From an optimization exercise on the open Yosys and OpenROAD flow, aimed at a short achievable clock period and few clock cycles; shortcuts taken in it are not production practice. Function was checked by simulation only, so behaviour that the tests miss may differ from the original.

==> job 8692 <==
// rat_6_arch
module rat_6_arch(
    input [7:0]IN_PORT,
    input CLK,
    output IO_STRB,
    input RESET,
    output [7:0]PORT_ID,
    output [7:0]OUT_PORT,
    output [9:0]PROG_ADDR,
    input [17:0]PROG_IR
    );
    logic [9:0] pc;           
    logic       dv;           
    logic [7:0] rf [0:31];    
    logic       C, Z;         
    logic       e_wr;         
    logic [4:0] e_rd;
    logic [7:0] e_a, e_b;     
    logic       e_arith;      
    logic       e_sub;        
    logic       e_cin1, e_cinc, e_cinn;    
    logic       e_and, e_or, e_xor, e_movb, e_in;
    logic       e_lsl, e_lsr, e_rol, e_ror, e_asr;
    logic       e_ldc, e_ldz, e_clc, e_sec;
    logic       strb_q;
    logic [7:0] port_q, out_q;
    assign PROG_ADDR = pc;
    assign IO_STRB   = strb_q;
    assign PORT_ID   = port_q;
    assign OUT_PORT  = out_q;
    logic       cin, co;
    logic [7:0] sum;
    logic [7:0] w;            
    logic       x8;           
    logic       zx;           
    logic       c_nx, z_nx;
    always_comb begin
        cin = e_cin1 | (e_cinc & C) | (e_cinn & ~C);
  ...
Settings: LEC_CHECK=0, CAP_MARGIN=20, CORE_MARGIN=2, CORE_UTILIZATION=40, SLEW_MARGIN=20; clock period 6.0 ns.
run.sh (not shown) runs the stock make flow with config.mk's settings and CLKGATE_MAP_FILE= SYNTH_SCRIPT=/design/flow/synth_recipe.tcl, a recipe that flattens the netlist after the stock synthesis.
==> job 6571: changes against job 8692 <==
--- a/flow/design.v
+++ b/flow/design.v
@@ -9,11 +9,11 @@
     output [9:0]PROG_ADDR,
     input [17:0]PROG_IR
     );
     logic [9:0] pc;           
     logic       dv;           
-    logic [7:0] rf [0:31];    
+    logic [31:0][7:0] rf;     
     logic       C, Z;         
     logic       e_wr;         
     logic [4:0] e_rd;
     logic [7:0] e_a, e_b;     
     logic       e_arith;      
@@ -32,17 +32,41 @@
     logic [7:0] sum;
     logic [7:0] w;            
     logic       x8;           
     logic       zx;           
     logic       c_nx, z_nx;
+    logic [7:0] p, g, k;       
+    logic [8:0] cy;            
+    logic [7:0] gg, pp;        
     always_comb begin
         cin = e_cin1 | (e_cinc & C) | (e_cinn & ~C);
-        {co, sum} = {1'b0, e_a} + {1'b0, e_b} + {8'h00, cin};
+        p = e_a ^ e_b;
+        g = e_a & e_b;
+        k = e_a | e_b;
+        begin : ks
+            logic [7:0] g1, p1, g2, p2;
+            for (int i = 0; i < 8; i++) begin
+                g1[i] = (i >= 1) ? (g[i] | (p[i] & g[i-1])) : g[i];
+                p1[i] = (i >= 1) ? (p[i] & p[i-1]) : p[i];
+            end
+            for (int i = 0; i < 8; i++) begin
+                g2[i] = (i >= 2) ? (g1[i] | (p1[i] & g1[i-2])) : g1[i];
+                p2[i] = (i >= 2) ? (p1[i] & p1[i-2]) : p1[i];
+            end
+            for (int i = 0; i < 8; i++) begin
+                gg[i] = (i >= 4) ? (g2[i] | (p2[i] & g2[i-4])) : g2[i];
+                pp[i] = (i >= 4) ? (p2[i] & p2[i-4]) : p2[i];
+            end
+        end
+        cy[0] = cin;
+        for (int i = 0; i < 8; i++) cy[i+1] = gg[i] | (pp[i] & cin);
+        co  = cy[8];
+        sum = p ^ cy[7:0];
         w  = ({8{e_arith}} & sum)
-           | ({8{e_and}}   & (e_a & e_b))
-           | ({8{e_or}}    & (e_a | e_b))
-           | ({8{e_xor}}   & (e_a ^ e_b))
+           | ({8{e_and}}   & g)
+           | ({8{e_or}}    & k)
+           | ({8{e_xor}}   & p)
            | ({8{e_movb}}  & e_b)
            | ({8{e_in}}    & IN_PORT)
            | ({8{e_lsl}}   & {e_a[6:0], C})
            | ({8{e_lsr}}   & {C, e_a[7:1]})
            | ({8{e_rol}}   & {e_a[6:0], e_a[7]})
@@ -50,18 +74,24 @@
            | ({8{e_asr}}   & {e_a[7], e_a[7:1]});
         x8 = (e_arith & (co ^ e_sub))
            | (e_lsl & e_a[7])
            | ((e_lsr | e_ror | e_asr) & e_a[0])
            | (e_rol & e_a[7]);
-        zx = (w == 8'h00) & ~x8;
+        zx = (e_arith & (p[0] == cin) & (p[7:1] == k[6:0]) & (k[7] == e_sub))
+           | (e_and & (g == 8'h00))
+           | (e_or  & (k == 8'h00))
+           | (e_xor & (p == 8'h00))
+           | ((e_lsl | e_lsr) & (e_a == 8'h00) & ~C)
+           | ((e_rol | e_ror | e_asr) & (e_a == 8'h00));
         c_nx = e_clc ? 1'b0 : e_sec ? 1'b1 : e_ldc ? x8 : C;
         z_nx = e_ldz ? zx : Z;
     end
     always_ff @(posedge CLK) begin
         C <= c_nx;
         Z <= z_nx;
-        if (e_wr) rf[e_rd] <= w;
+        for (int i = 0; i < 32; i++)
+            if (e_wr && e_rd == i) rf[i] <= w;
     end
     logic [4:0] hi;
     logic [1:0] lo;
     logic [4:0] rx, ry;
     logic [7:0] imm;
- ABC_CLOCK_PERIOD_IN_PS: default -> 1500
- SETUP_SLACK_MARGIN: default -> 4
==> impl_metrics.tcl <==
set metrics [dict create \
    reg2reg_depth 18 \
    crit_start "e_rd[3]" \
    fin_skew_ps 31.6 \
    outcome "no timing/DRC/antenna violations" \
    grt_max_degree 47 \
    synth_area_leaders "edfxtp_1 (50%), mux4_2 (12%), mux2i_1 (8.9%)" \
    clock_latency_ps 530 \
    layout_min_cycle_time_ps 5690 \
    p_sw_share_pct 25.4 \
    cp.arrival_ps 6090 \
    ys_seq_area_share_pct 57.1 \
    drive_gt1_share_pct 18.6 \
]
-- figures above: job 8692

==> impl_metrics.tcl <==
set metrics [dict create \
    clock_latency_ps 540 \
    drive_gt1_share_pct 47.5 \
    p_sw_share_pct 26.8 \
    grt_max_degree 35 \
    cp.arrival_ps 3230 \
    synth_area_leaders "edfxtp_1 (49%), mux4_2 (22%), dfxtp_1 (7.9%)" \
    outcome "no timing/DRC/antenna violations" \
    reg2reg_depth 8 \
    crit_start "PROG_IR[3]" \
]
-- figures above: job 6571

Testbench counts of job 8692, summed over its fixed seeds: cycles 11,731.
Testbench counts of job 6571, summed over its fixed seeds: cycles 11,731.

-- afterwards: timing with drivers on the ports --
The results above use ideal ports. As a check the final layouts listed here were re-extracted and re-timed, cells and wires unchanged. Step 1 (the two cells are an assumption about what drives the block):
set clk [get_ports {CLK}]
set_driving_cell -lib_cell sky130_fd_sc_hd__clkbuf_16 $clk
set_driving_cell -lib_cell sky130_fd_sc_hd__buf_2 [delete_from_list [all_inputs] $clk]
Step 2, shift: input delay + t, output delay - t, t = (earliest + latest rising clock arrival at the registers) / 2. This alone moves slack from input paths to output paths. Three values: ideal, step 1, step 2; two values: the first two.
run | shift t [ns] | setup slack, ns | slew at the worst register clock pin (ns) | pins driven straight from the clock port
job 8692 | 0.567 | 0.306 / 0.306 / 0.306 | 0.07 / 0.07 | 1
job 6571 | 0.578 | 3.149 / 3.009 / 2.431 | 0.06 / 0.06 | 1
After both steps every run listed still meets setup and hold. The setup slack of job 6571, which loses most, moves by -0.140 ns with the drivers and by -0.718 ns with both steps.
